This is an optimization exercise on Yosys and OpenROAD, whose aim is a short achievable clock period and few clock cycles, not a production implementation.
Only simulation tests tie the RTL to the original design; equivalence was not proved.
No driver is modelled on the clock port, so clocking that relies on it looks cheaper here than on a real chip.

==> flow/design.v (excerpt) <==
module RV32core(
        input clk,   
        input rst,   
        output[31:0] imem_addr,
        input [31:0] imem_data,
        output[31:0] dmem_addr,
        output[31:0] dmem_wdata,
        output[3:0]  dmem_wstrb,
        input [31:0] dmem_rdata
    );
    localparam BI = 4;               
    localparam NB = 1 << BI;
    localparam HI = 5;               
    localparam NH = 1 << HI;
    localparam LH = 5;               
    localparam NP = 1 << LH;
    localparam RD = 4;               
    localparam T_BR = 2'd0, T_JAL = 2'd1, T_RET = 2'd2, T_IND = 2'd3;
    reg [31:0] pc_f;
    reg        v_d;
    reg [31:0] ir_d, pc_d, ptgt_d, pc4_d;
    reg        pt_d;                 
    reg        bp_d;                 
    reg [13:0] dc_d;                 
    reg        stall_q;              
    reg [HI-1:0] bi_d;               
    reg [31:0] a_e, b_e, sd_e;       
    reg        a_m, b_m, s_m;       
    reg        a_h, b_h;            
    reg [10:0] alu_e;                
    reg [31:0] link_e, alt_e, ctgt_e, jcmp_e, pc_e;
    reg        br_e, jal_e, jalr_e, ret_e, call_e, ld_e, st_e, wen_e, pt_e;
    reg [5:0]  mc_e;                 
    reg        jx_e, jc_e;           
    reg        kill_e;               
    reg [3:0]  cs_e;                 
    reg [2:0]  f3_e;
    reg [4:0]  rd_e;
    reg [HI-1:0] bi_e;
    reg [31:0] res_m, wdata_m;
    reg [3:0]  wstrb_m;
    reg        ld_m, wen_m;
    reg [2:0]  f3_m;
    reg [12:0] ls_m;                 
    reg [31:0] res_nl;               
    reg [4:0]  rd_m;
    reg [31:0] val_w;
    reg        wen_w;
    reg [4:0]  rd_w;
    reg [32*32-1:0] rf;              
    localparam TW = 30 - BI;         
    reg [NB-1:0]    btb_v;
    reg [NB*TW-1:0] btb_tag;
  ...
For scale: about 15000 cells after synthesis, ~170 I/O pins, roughly 160000 um^2 of cells after synthesis.
==> flow/config.mk <==
export PLATFORM = sky130hd
export DESIGN_NAME = RV32core
export DESIGN_NICKNAME = RV32core
export VERILOG_FILES = /design/flow/design.v
export SDC_FILE = /design/flow/constraint.sdc
export NUM_CORES = 8
export LEC_CHECK = 0
export ABC_CLOCK_PERIOD_IN_PS = 100
export CAP_MARGIN = 20
export CORE_MARGIN = 2
export CORE_UTILIZATION = 30
export SLEW_MARGIN = 20
==> flow/constraint.sdc <==
create_clock -name core_clock -period 17.0 [get_ports {clk}]
set_input_delay 3.4000 -clock core_clock [delete_from_list [all_inputs] [get_ports {clk}]]
set_output_delay 3.4000 -clock core_clock [all_outputs]
set_load 0.01 [all_outputs]
standard.sh (not shown) runs the stock make flow with config.mk's settings and CLKGATE_MAP_FILE= SYNTH_SCRIPT=/design/flow/synth_recipe.tcl, a recipe that flattens the netlist after the stock synthesis.
==> flow/flow/run.sh <==
#!/bin/bash
# Layout: the standard ORFS flow with these changes.
#  * synthesis leaves adders to abc as plain gates (ADDER_MAP_FILE empty)
#    instead of mapping them onto the library's full/half adder cells
#  * timing repair is asked to leave SETUP_SLACK_MARGIN ns of setup slack at
#    the design's clock period, so it works on the real critical paths
#  * before detailed placement, each flip-flop that drives an output port's
#    buffer is moved next to that buffer (flow/pull_outs.tcl)
#  * the port buffers are buf_4 cells (BUFFER_PORTS_ARGS), not delay cells
# Each tool's output is in synth.log and layout.log, and ORFS's logs under orfs/.
set -euo pipefail
MARGIN=${MARGIN:-13.5}
HERE=$(pwd)
bash standard.sh ADDER_MAP_FILE= synth > synth.log 2>&1
bash standard.sh ADDER_MAP_FILE= SETUP_SLACK_MARGIN=$MARGIN \
  BUFFER_PORTS_ARGS="-buffer_cell sky130_fd_sc_hd__buf_4" PRE_DETAIL_PLACE_TCL=$HERE/flow/pull_outs.tcl POST_CTS_TCL=$HERE/flow/post_cts.tcl \
  finish > layout.log 2>&1
==> flow/flow/post_cts.tcl <==
# After clock tree synthesis: drop the tree's root buffer (flow/drop_root.tcl),
# then one more round of timing repair with the final clock tree, and
# legalize again.
source [file join [file dirname [info script]] drop_root.tcl]
estimate_parasitics -placement
repair_timing -setup -setup_margin $::env(SETUP_SLACK_MARGIN) -repair_tns 100 -max_passes 40 -verbose
detailed_placement
check_placement -verbose
estimate_parasitics -placement
report_worst_slack -max
Other scripts of this flow, unchanged in this note and not shown: flow/flow/drop_root.tcl, flow/flow/pull_outs.tcl
Testbench counts at the start, summed over its fixed seeds: cycles 329,746.
==> next run, changes <==
--- a/flow/flow/run.sh
+++ b/flow/flow/run.sh
@@ -10,5 +10,5 @@
 # Each tool's output is in synth.log and layout.log, and ORFS's logs under orfs/.
 set -euo pipefail
-MARGIN=${MARGIN:-13.5}
+MARGIN=${MARGIN:-12.8}
 HERE=$(pwd)
 bash standard.sh ADDER_MAP_FILE= synth > synth.log 2>&1
--- a/flow/config.mk
+++ b/flow/config.mk
@@ -7,6 +7,6 @@
 export LEC_CHECK = 0
 export ABC_CLOCK_PERIOD_IN_PS = 100
-export CAP_MARGIN = 20
+export CAP_MARGIN = 40
 export CORE_MARGIN = 2
-export CORE_UTILIZATION = 30
-export SLEW_MARGIN = 20
+export CORE_UTILIZATION = 55
+export SLEW_MARGIN = 40
Result:
- die area falls by about 45%
- routed wire length rises by about 0.4%
- core utilization rises by 27 points
- worst hold slack loses 0.049 ns
==> next run, changes <==
--- a/flow/flow/run.sh
+++ b/flow/flow/run.sh
@@ -10,5 +10,5 @@
 # Each tool's output is in synth.log and layout.log, and ORFS's logs under orfs/.
 set -euo pipefail
-MARGIN=${MARGIN:-12.8}
+MARGIN=${MARGIN:-13.1}
 HERE=$(pwd)
 bash standard.sh ADDER_MAP_FILE= synth > synth.log 2>&1
--- a/flow/config.mk
+++ b/flow/config.mk
@@ -7,6 +7,6 @@
 export LEC_CHECK = 0
 export ABC_CLOCK_PERIOD_IN_PS = 100
-export CAP_MARGIN = 40
+export CAP_MARGIN = 20
 export CORE_MARGIN = 2
-export CORE_UTILIZATION = 55
-export SLEW_MARGIN = 40
+export CORE_UTILIZATION = 30
+export SLEW_MARGIN = 20
After rerunning:
- critical path depth does not change
- design area rises by 4.5%
- global-route usage falls by 25 points
- die area rises by about 80%
==> next run, changes <==
--- a/flow/flow/run.sh
+++ b/flow/flow/run.sh
@@ -10,5 +10,5 @@
 # Each tool's output is in synth.log and layout.log, and ORFS's logs under orfs/.
 set -euo pipefail
-MARGIN=${MARGIN:-13.1}
+MARGIN=${MARGIN:-12.5}
 HERE=$(pwd)
 bash standard.sh ADDER_MAP_FILE= synth > synth.log 2>&1
--- a/flow/config.mk
+++ b/flow/config.mk
@@ -9,4 +9,4 @@
 export CAP_MARGIN = 20
 export CORE_MARGIN = 2
-export CORE_UTILIZATION = 30
+export CORE_UTILIZATION = 40
 export SLEW_MARGIN = 20
Result:
- The changed run passed the timing, design-rule and antenna checks
- first-iteration DRC count rose by 2.0%
- register-to-register slack degrades by 0.44 ns
- design area fell by 6.1%
- hold slack degrades by 0.021 ns
- setup slack degrades by 0.13 ns
- fmax fell by 2.7%

## port drivers added, routing unchanged
In the flow no input, the clock included, has a driving cell. The finished layouts below were timed again as built, in two steps. Step 1 sets driving cells, clkbuf_16 on the clock port and buf_2 on the other inputs (assumed; they add their load-dependent delay and slew). Step 2 moves the port delays by t, midway between the first and last clock arrival at a register: inputs arrive t later, outputs are due t later. That takes back most of the time a late clock gives input paths. a / b / c = ideal / step 1 / step 2; a / b = the first two.
| run | t, ns | setup slack, ns | cell pins on the clock port's net |
|---|---|---|---|
| the first run | 1.006 | 12.363 / 12.123 / 11.628 | 4 |
| the second run | 0.909 | 12.350 / 12.132 / 11.641 | 4 |
| the third run | 0.984 | 12.386 / 12.149 / 11.672 | 4 |
| the fourth run | 0.980 | 12.260 / 12.146 / 11.689 | 4 |
After both steps setup and hold are still met in every run listed. For the first run, which loses most, drivers alone change the setup slack by -0.240 ns; drivers and shift together by -0.735 ns.
